Context: an optimization exercise on an open-source flow, tuned for small area. The choices shown serve that exercise and are no tape-out recipe.
Only simulation tests tie the RTL to the original design; equivalence was not proved.
No activity file was given, so power comes from the tool's default toggle rates.

==> try-garnet: inputs <==
Design ldiv, start of the top module:
module ldiv #
  (
   parameter 	NUMERATOR_WIDTH = 32,
   parameter 	DENOMINATOR_WIDTH = 32,
   parameter 	QUOTIENT_WIDTH = 32
   )
   (
    input 				      clk,
    input 				      reset,
    input signed [NUMERATOR_WIDTH - 1:0]      numerator_in,
    input [DENOMINATOR_WIDTH - 1:0] 	      denominator_in,
    input 				      valid_in,
    output signed [QUOTIENT_WIDTH - 1:0]      quotient_out,
    output signed [NUMERATOR_WIDTH - 1:0]     remainder_out,
    output 				      valid_out,
    output signed [NUMERATOR_WIDTH - 1 + 1:0] numerator_out,
    output [DENOMINATOR_WIDTH - 1:0] 	      denominator_out
    );
export LEC_CHECK = 0
export CAP_MARGIN = 20
export CORE_MARGIN = 2
export CORE_UTILIZATION = 60
export CTS_BUF_LIST = sky130_fd_sc_hd__clkbuf_16
export CTS_CLUSTER_DIAMETER = 110
export CTS_CLUSTER_SIZE = 34
export PLACE_DENSITY = 0.75
export SLEW_MARGIN = 20
export SYNTH_HIERARCHICAL = 1
create_clock -name core_clock -period 7.0 [get_ports {clk}]
standard.sh (not shown) runs the stock make flow with config.mk's settings and CLKGATE_MAP_FILE= SYNTH_SCRIPT=/design/flow/synth_recipe.tcl, a recipe that flattens the netlist after the stock synthesis.
==> flow/flow/run.sh <==
#!/bin/bash
set -euo pipefail
bash standard.sh finish "BUFFER_PORTS_ARGS=-buffer_cell sky130_fd_sc_hd__buf_2" > standard.log 2>&1
==> try-willow: changes against try-garnet <==
==> flow/flow/run.sh (replaced) <==
#!/bin/bash
set -euo pipefail
bash standard.sh finish "BUFFER_PORTS_ARGS=-buffer_cell sky130_fd_sc_hd__buf_1" > standard.log 2>&1
- CTS_CLUSTER_DIAMETER: 110 -> 120
- CTS_CLUSTER_SIZE: 34 -> 30
==> notes <==
try-willow finished but failed the layout checks on antenna rules. try-garnet produced a clean layout.
In synthesized area, try-willow and try-garnet do not differ.
In wire length, try-willow and try-garnet hardly differ.
In try-garnet the core utilization is higher than in try-willow, by 0.10 points.
In final area, try-garnet and try-willow hardly differ.
Final cell count: try-garnet is lower than try-willow (0.32%).
In flip-flop and latch count, try-garnet and try-willow do not differ.
Global-route usage: try-willow is higher than try-garnet (0.12 points).
Of try-garnet and try-willow, try-willow has the higher clock skew (gap 8.8 ps).
==> figures <==
metric                                            try-garnet                  try-willow
Final std cells w/o fill                                7740                        7765
Worst clock skew                                    34.09 ps                    42.84 ps
Final worst path period share                         0.9653                      0.9649
Register fraction of the total cell area              0.4010                      0.4015
Met3 routed WL                                  6722 microns                5924 microns
Layout cells sized above 1                            0.1172                     0.08884
Status                              timing/DRC/antenna clean  complete, but fails checks
Layout check failures                                      -               antenna rules
Global-route wire length before repair        214900 microns              216400 microns
Combinational Power                                  4.26 mW                     4.24 mW
Critical Path Max Stage Delay                         430 ps                      440 ps
Top achievable clock speed                         148.0 MHz                   148.1 MHz
PnR worst setup slack                               243.2 ps                    245.7 ps
Hold wc startpoint                                     Q9[7]                      Q5[12]
Worst Tran Pin Value                                 1016 ps                     1109 ps
Average wire per standard cell                 17.33 microns               17.29 microns
Routed metal-1 wirelength                      56700 microns               56420 microns
Met2 usage                                            0.4784                      0.4850
Length in cells of the worst reg-to-reg path              25                          26


==> branch indigo: inputs <==
ldiv, a different RTL version from the one above (not shown whole).
Settings: LEC_CHECK=0, CAP_MARGIN=20, CORE_MARGIN=2, CORE_UTILIZATION=60, CTS_BUF_LIST=sky130_fd_sc_hd__clkbuf_4, PLACE_DENSITY=0.75, SLEW_MARGIN=20; clock period 7.0 ns.
run.sh (not shown) runs the stock make flow with config.mk's settings and CLKGATE_MAP_FILE= SYNTH_SCRIPT=/design/flow/synth_recipe.tcl, a recipe that flattens the netlist after the stock synthesis.
Stock flow here: none of the scripts above is used.
==> branch delta (differences from branch indigo) <==
Settings changed: CORE_UTILIZATION 60 to 45, PLACE_DENSITY 0.75 to 0.6.
==> qor summary <==
Number of buffers outside the clock class in the layout: branch indigo 698; branch delta 740
Largest vdd supply drop: branch indigo 0.2676 mV; branch delta 0.1893 mV
Logic gate share of total power: branch indigo 0.238; branch delta 0.236
Outcome: branch indigo complete, no violations; branch delta complete, no violations
Routed wl met3: branch indigo 5.969 mm; branch delta 5.878 mm
Utilization of the core after routing: branch indigo 0.7315; branch delta 0.5521
Stage delay of the slowest cell on the critical path: branch indigo 380 ps; branch delta 370 ps
Reg2reg path depth: branch indigo 27; branch delta 25
Number of nets in the finished design: branch indigo 6786; branch delta 6838
Minimum clock period after layout: branch indigo 6854 ps; branch delta 6895 ps
Fin Hold WS: branch indigo 215.9 ps; branch delta 302.5 ps
Global-route met3 utilization: branch indigo 0.04140; branch delta 0.04274
Clock group share of total power: branch indigo 0.319; branch delta 0.326
Number of stages on the worst setup path: branch indigo 27; branch delta 25
Slowest cell on crit path: branch indigo sky130_fd_sc_hd__maj3_2; branch delta sky130_fd_sc_hd__or3_1
Area of the multi-input gates: branch indigo 28990 µm²; branch delta 28840 µm²
Global-route wire length before repair: branch indigo 206.1 mm; branch delta 211.3 mm

## afterwards: timing with drivers on the ports
The results above use ideal ports. As a check the final layouts listed here were re-extracted and re-timed, cells and wires unchanged.
Step 1: set_driving_cell puts a clkbuf_16 on clk and a buf_2 on each other input, an assumption about the parent block.
Step 2 also shifts input and output timing later by t, the mid clock arrival at the registers, as if the neighbouring blocks saw the same clock.
Three values: ideal, step 1, step 2; two values: the first two.
run | t (ns) | setup slack, ns | worst setup path at the end | worst slew at a driven data input, ns
try-garnet | 0.748 | 0.243 / 0.243 / -0.367 | input to register | 0.04
try-willow | 0.748 | 0.246 / 0.246 / -0.220 | input to register | 0.05
branch indigo | 1.194 | 0.146 / 0.146 / -0.378 | input to register | 0.05
branch delta | 1.251 | 0.105 / 0.105 / 0.045 | input to register | 0.06
The setup slack of try-garnet, which loses most, moves by 0.000 ns with the drivers and by -0.610 ns with both steps.
